What follows belongs to an exercise in optimizing a design on an open flow for small area, a short achievable clock period and few clock cycles; a production flow would make more cautious choices. Power figures rest on the tool's default switching activity, not on a simulated workload.

// pred_eval_top
module pred_eval_top (
    input  wire         clk,
    input  wire         rst,
    input  wire [47:0]  pred_config,
    input  wire         pred_valid,
    output wire         pred_ready,
    input  wire [511:0] value_data,
    input  wire         value_valid,
    input  wire         value_last,
    input  wire         value_drop,
    output wire         value_ready,
    output wire [511:0] output_data,
    output wire         output_valid,
    output wire         output_last,
    output wire         output_drop,
    input  wire         output_ready
);
    nukv_Predicate_Eval pred_eval (
        .clk(clk),
        .rst(rst),
        .pred_config(pred_config),
        .pred_valid(pred_valid),
        .pred_ready(pred_ready),
        .value_data(value_data),
        .value_valid(value_valid),
        .value_last(value_last),
        .value_drop(value_drop),
        .value_ready(value_ready),
        .output_data(output_data),
        .output_valid(output_valid),
        .output_last(output_last),
        .output_drop(output_drop),
        .output_ready(output_ready)
    );
endmodule
Size: roughly 1,400 cells after synthesis, ~1,100 I/O pins, roughly 13,000 um2 of cells after synthesis.
Settings: LEC_CHECK=0, CAP_MARGIN=20, CORE_AREA=5 5 175 175, DIE_AREA=0 0 180 180, SETUP_SLACK_MARGIN=2.0, SLEW_MARGIN=20; clock period 7.0 ns.
standard.sh (not shown) runs the stock make flow with config.mk's settings and CLKGATE_MAP_FILE= SYNTH_SCRIPT=/design/flow/synth_recipe.tcl, a recipe that flattens the netlist after the stock synthesis.
==> flow/flow/run.sh <==
#!/bin/bash
# Standard ORFS layout, except that the port buffers are the smallest
# plain buffer (repair_design still upsizes any that need it) and pins may
# sit on adjacent routing tracks, so the die need not be pin-limited.
set -euo pipefail
bash standard.sh \
  BUFFER_PORTS_ARGS="-buffer_cell sky130_fd_sc_hd__buf_1" \
  PLACE_PINS_ARGS="-min_distance 1 -min_distance_in_tracks" \
  finish > standard.log 2>&1
Edit:
==> flow/flow/run.sh (replaced) <==
#!/bin/bash
# Standard ORFS layout, except that the port buffers are the smallest
# plain buffer (repair_design still upsizes any that need it).
set -euo pipefail
bash standard.sh BUFFER_PORTS_ARGS="-buffer_cell sky130_fd_sc_hd__buf_1" finish > standard.log 2>&1
- CORE_AREA: 5 5 175 175 -> 5 5 375 375
- DIE_AREA: 0 0 180 180 -> 0 0 380 380
- The new run ran to the end with no violations
- sequential power barely changes
- fmax drops by a few percent
- die area goes up to 4.5 times its value
- non-clock buffer count climbs by 29
- worst hold slack got worse by 14 ps
- clock skew grows by 8.9 ps
- core utilization fell by 37 points
Function was not checked in any run of this note: the RTL went through the layout flow alone.

* * *

Setup of red:
The RTL this note starts from:
==> flow/design.v <==
module kvs_LatchedRelay #(
    parameter WIDTH = 16
    )
    (
    input  wire             clk,
    input  wire             rst,
    input  wire             in_valid,
    output wire             in_ready,
    input  wire [WIDTH-1:0] in_data,
    output wire             out_valid,
    input  wire             out_ready,
    output wire [WIDTH-1:0] out_data
);
    reg inReady;
    reg [WIDTH-1:0] bufData;
    reg bufValid;
    reg useInputLine;
    wire outValid;
    assign in_ready = inReady;
    assign out_data = (useInputLine==1'b1) ? in_data : bufData;
    assign outValid = (useInputLine==1'b1) ? in_valid : bufValid;
    assign out_valid = outValid;
    always @(posedge clk) begin
        if (rst==1'b1) begin
            inReady <= 1'b0;
            bufValid <= 1'b0;
            useInputLine <= 1'b0;
        end else begin
            inReady <= out_ready | ~outValid;
            useInputLine <= out_ready;
            if ((out_ready==1'b0 && inReady==1'b1) || bufValid==1'b0) begin
                bufData <= in_data;
                bufValid <= in_valid;
                if (in_valid==1'b0) begin
                    useInputLine <= 1'b1;
                end
            end
        end
    end
endmodule
module nukv_Predicate_Eval (
    input  wire         clk,
    input  wire         rst,
    input  wire [47:0]  pred_config,
    input  wire         pred_valid,
    output wire         pred_ready,
    input  wire [511:0] value_data,
    input  wire         value_valid,
    input  wire         value_last,
    input  wire         value_drop,
    output wire         value_ready,
    output wire [511:0] output_data,
    output wire         output_valid,
    output wire         output_last,
    output wire         output_drop,
    input  wire         output_ready
);
    reg         have_pred;   
    reg  [5:0]  find_word;   
    reg  [7:0]  sh_a;        
    reg  [7:0]  sh_b;        
    reg         fail_gt;     
    reg         fail_lt;     
    reg         fail_eq;     
    reg  [31:0] find_value;
    reg  [5:0]  word_idx;    
    reg         armed;       
    reg         cmp_valid;   
    reg  [3:0]  byte_gt;     
    reg  [3:0]  byte_lt;     
    wire [1023:0] ext0 = {512'd0, value_data};
    wire [87:0]   ext1;
    wire [31:0]   field;
    genvar k;
    generate
        for (k = 0; k < 11; k = k + 1) begin : g_a
            assign ext1[k*8 +: 8] = sel8(sh_a,
                ext0[(k+0)*8 +: 8],  ext0[(k+8)*8 +: 8],  ext0[(k+16)*8 +: 8], ext0[(k+24)*8 +: 8],
                ext0[(k+32)*8 +: 8], ext0[(k+40)*8 +: 8], ext0[(k+48)*8 +: 8], ext0[(k+56)*8 +: 8]);
        end
        for (k = 0; k < 4; k = k + 1) begin : g_b
            assign field[k*8 +: 8] = sel8(sh_b,
                ext1[(k+0)*8 +: 8], ext1[(k+1)*8 +: 8], ext1[(k+2)*8 +: 8], ext1[(k+3)*8 +: 8],
                ext1[(k+4)*8 +: 8], ext1[(k+5)*8 +: 8], ext1[(k+6)*8 +: 8], ext1[(k+7)*8 +: 8]);
        end
    endgenerate
    function [7:0] sel8;
        input [7:0] oh;
        input [7:0] d0, d1, d2, d3, d4, d5, d6, d7;
        sel8 = ({8{oh[0]}} & d0) | ({8{oh[1]}} & d1) | ({8{oh[2]}} & d2) | ({8{oh[3]}} & d3) |
               ({8{oh[4]}} & d4) | ({8{oh[5]}} & d5) | ({8{oh[6]}} & d6) | ({8{oh[7]}} & d7);
    endfunction
    function [7:0] onehot3;
        input [2:0] v;
        onehot3 = 8'd1 << v;
    endfunction
    function [1:0] cmp8;     
        input [7:0] a, b;
        reg [7:0] g0, l0;
        reg [3:0] g1, l1;
        reg [1:0] g2, l2;
        integer i;
        begin
            g0 = a & ~b;
            l0 = ~a & b;
            for (i = 0; i < 4; i = i + 1) begin
                g1[i] = g0[2*i+1] | (~l0[2*i+1] & g0[2*i]);
                l1[i] = l0[2*i+1] | (~g0[2*i+1] & l0[2*i]);
            end
            for (i = 0; i < 2; i = i + 1) begin
                g2[i] = g1[2*i+1] | (~l1[2*i+1] & g1[2*i]);
                l2[i] = l1[2*i+1] | (~g1[2*i+1] & l1[2*i]);
            end
            cmp8 = {g2[1] | (~l2[1] & g2[0]), l2[1] | (~g2[1] & l2[0])};
        end
    endfunction
    wire [3:0] field_gt, field_lt;
    generate
        for (k = 0; k < 4; k = k + 1) begin : g_cmp
            assign {field_gt[k], field_lt[k]} = cmp8(field[k*8 +: 8], find_value[k*8 +: 8]);
        end
    endgenerate
    wire res_gt = byte_gt[3] | (~byte_lt[3] & (byte_gt[2] | (~byte_lt[2] &
                  (byte_gt[1] | (~byte_lt[1] & byte_gt[0])))));
    wire res_lt = byte_lt[3] | (~byte_gt[3] & (byte_lt[2] | (~byte_gt[2] &
                  (byte_lt[1] | (~byte_gt[1] & byte_lt[0])))));
    wire fail   = cmp_valid & (res_gt ? fail_gt : res_lt ? fail_lt : fail_eq);
    wire hold  = armed & value_last;         
    wire both  = have_pred & value_valid & ~rst;
    wire go    = output_ready & ~hold & ~rst;
    wire take  = both & go;                  
    wire done  = take & value_last;          
    wire load  = pred_valid & pred_ready;    
    wire cmp   = both & armed & (value_last | output_ready);   
    assign value_ready  = have_pred & go;
    assign pred_ready   = ~rst & (~have_pred | (value_valid & value_last & go));
    assign output_valid = both & go;
    assign output_data  = value_data;
    assign output_last  = value_last;
    assign output_drop  = value_last & (value_drop | fail);
    always @(posedge clk) begin
        if (rst)
            have_pred <= 1'b0;
        else if (load)
            have_pred <= 1'b1;
        else if (done)
            have_pred <= 1'b0;
        if (load) begin
            find_word  <= pred_config[11:6];
            sh_a       <= onehot3(pred_config[5:3]);
            sh_b       <= onehot3(pred_config[2:0]);
            fail_gt    <= (pred_config[15:12] == 4'd0) | (pred_config[15:12] == 4'd1);
            fail_lt    <= (pred_config[15:12] == 4'd0) | (pred_config[15:12] == 4'd2);
            fail_eq    <= (pred_config[15:12] == 4'd3);
            find_value <= pred_config[47:16];
        end
    end
    wire [5:0] word_idx_next = word_idx + 6'd1;
    always @(posedge clk) begin
        if (rst) begin
            word_idx <= 6'd0;
            armed    <= 1'b0;
        end else begin
            if (take)
                word_idx <= value_last ? 6'd0 : word_idx_next;
            if (load)
                armed <= (pred_config[11:6] == 6'd0) & (pred_config[5:0] != 6'd0);
            else if (cmp)
                armed <= 1'b0;
            else if (take)
                armed <= ~value_last & (find_word == word_idx_next);
        end
    end
    always @(posedge clk) begin
        if (rst)
            cmp_valid <= 1'b0;
        else if (cmp)
            cmp_valid <= 1'b1;
        else if (done)
            cmp_valid <= 1'b0;
        if (cmp) begin
            byte_gt <= field_gt;
            byte_lt <= field_lt;
        end
    end
endmodule
module pred_eval_top (
    input  wire         clk,
    input  wire         rst,
    input  wire [47:0]  pred_config,
    input  wire         pred_valid,
    output wire         pred_ready,
    input  wire [511:0] value_data,
    input  wire         value_valid,
    input  wire         value_last,
    input  wire         value_drop,
    output wire         value_ready,
    output wire [511:0] output_data,
    output wire         output_valid,
    output wire         output_last,
    output wire         output_drop,
    input  wire         output_ready
);
    nukv_Predicate_Eval pred_eval (
        .clk(clk),
        .rst(rst),
        .pred_config(pred_config),
        .pred_valid(pred_valid),
        .pred_ready(pred_ready),
        .value_data(value_data),
        .value_valid(value_valid),
        .value_last(value_last),
        .value_drop(value_drop),
        .value_ready(value_ready),
        .output_data(output_data),
        .output_valid(output_valid),
        .output_last(output_last),
        .output_drop(output_drop),
        .output_ready(output_ready)
    );
endmodule
clock: 7.0 ns
lec_check: 0
cap_margin: 20
core_area: 5 5 175 175
die_area: 0 0 180 180
setup_slack_margin: 2.0
slew_margin: 20
==> flow/flow/run.sh <==
#!/bin/bash
# Standard ORFS layout, except that the port buffers are the smallest
# plain buffer (repair_design still upsizes any that need it) and pins may
# sit on adjacent routing tracks, so the die need not be pin-limited.
set -euo pipefail
bash standard.sh \
  BUFFER_PORTS_ARGS="-buffer_cell sky130_fd_sc_hd__buf_1" \
  PLACE_PINS_ARGS="-min_distance 1 -min_distance_in_tracks" \
  finish > standard.log 2>&1
Relative to red, the following input files were edited for blue:
Settings: swapping 2.0 for 3.0 in SETUP_SLACK_MARGIN.
### Flow results
- Relative to red, the number of diodes measured on blue has decreased by more than 10%.
- Delta (blue minus red): switching part of the total power comparable; routed wirelength normalized by instance count now larger; area share of fa/ha/maj cells after synthesis comparable; critical path depth comparable.
- For number of cells in the finished layout apart from fillers, blue and red come out practically identical.
- Final max-slew violation count: red vs blue identical
- Status: share of final layout cell area taken by non-clock buffers parity (red, blue)
#### Input delta (green over blue)
Settings: a change of SETUP_SLACK_MARGIN from 3.0 to 2.0; a change of CORE_AREA from 5 5 175 175 to 5 5 375 375; a change of DIE_AREA from 0 0 180 180 to 0 0 380 380.
==> flow/flow/run.sh <==
#!/bin/bash
# Standard ORFS layout, except that the port buffers are the smallest
# plain buffer (repair_design still upsizes any that need it).
set -euo pipefail
bash standard.sh BUFFER_PORTS_ARGS="-buffer_cell sky130_fd_sc_hd__buf_1" finish > standard.log 2>&1
Findings:
Diff green and blue: horizontal die dimension lower in blue
Relative to blue, the share of power burned in the clock network of green is lower by 0.2 points.
Relative to blue, relative area of clock buffers and inverters in the final design has gone down in green.
green: done, clean on timing, DRC and antenna
Taking blue as 1.0, green lands at 2.7 on initial antenna violation count.
Changes in orange relative to green:
Settings: swapping 0 0 380 380 for 0 0 180 180 in DIE_AREA; swapping 2.0 for 4.0 in SETUP_SLACK_MARGIN; swapping 5 5 375 375 for 5 5 175 175 in CORE_AREA.
==> flow/flow/run.sh <==
#!/bin/bash
# Standard ORFS layout, except that the port buffers are the smallest
# plain buffer (repair_design still upsizes any that need it) and pins may
# sit on adjacent routing tracks, so the die need not be pin-limited.
set -euo pipefail
bash standard.sh \
  BUFFER_PORTS_ARGS="-buffer_cell sky130_fd_sc_hd__buf_1" \
  PLACE_PINS_ARGS="-min_distance 1 -min_distance_in_tracks" \
  finish > standard.log 2>&1
--- outcome ---
- Stage in which a tool error killed orange: global routing (5_1_grt).
- Note that the die span in x recorded for orange amounts to 0.47 times the value seen in green.
- [compare] base=green new=orange: worst slack at placement rose by 1080 ps, total number of placement rows lost 73, number of placed instances with taps included decreased 1,422.
Function was not checked in any run of this note: the RTL went through the layout flow alone.

[what the ideal ports hide]
Ports are ideal in the flow. The routed layouts listed here were re-timed in OpenROAD. Step 1 (the two cells are an assumption about what drives the block):
set clk [get_ports {clk}]
set_driving_cell -lib_cell sky130_fd_sc_hd__clkbuf_16 $clk
set_driving_cell -lib_cell sky130_fd_sc_hd__buf_2 [delete_from_list [all_inputs] $clk]
Step 2 also shifts input and output timing later by t, the mid clock arrival at the registers, as if the neighbouring blocks saw the same clock. Three values: ideal ports, drivers, drivers and shift; two values: the first two.
run	shift t [ns]	setup slack, ns	worst setup path at the end
the first run of note 1	0.356	2.236 / 2.197 / 1.841	input to register
the second run of note 1	0.372	2.128 / 2.118 / 1.745	input to register
red	0.362	2.920 / 2.896 / 2.878	input to register
blue	0.362	3.162 / 3.137 / 2.872	input to register
green	0.413	2.385 / 2.385 / 2.074	input to register
After both steps every run listed still meets setup and hold. The setup slack of the first run of note 1, which loses most, moves by -0.039 ns with the drivers and by -0.395 ns with both steps.
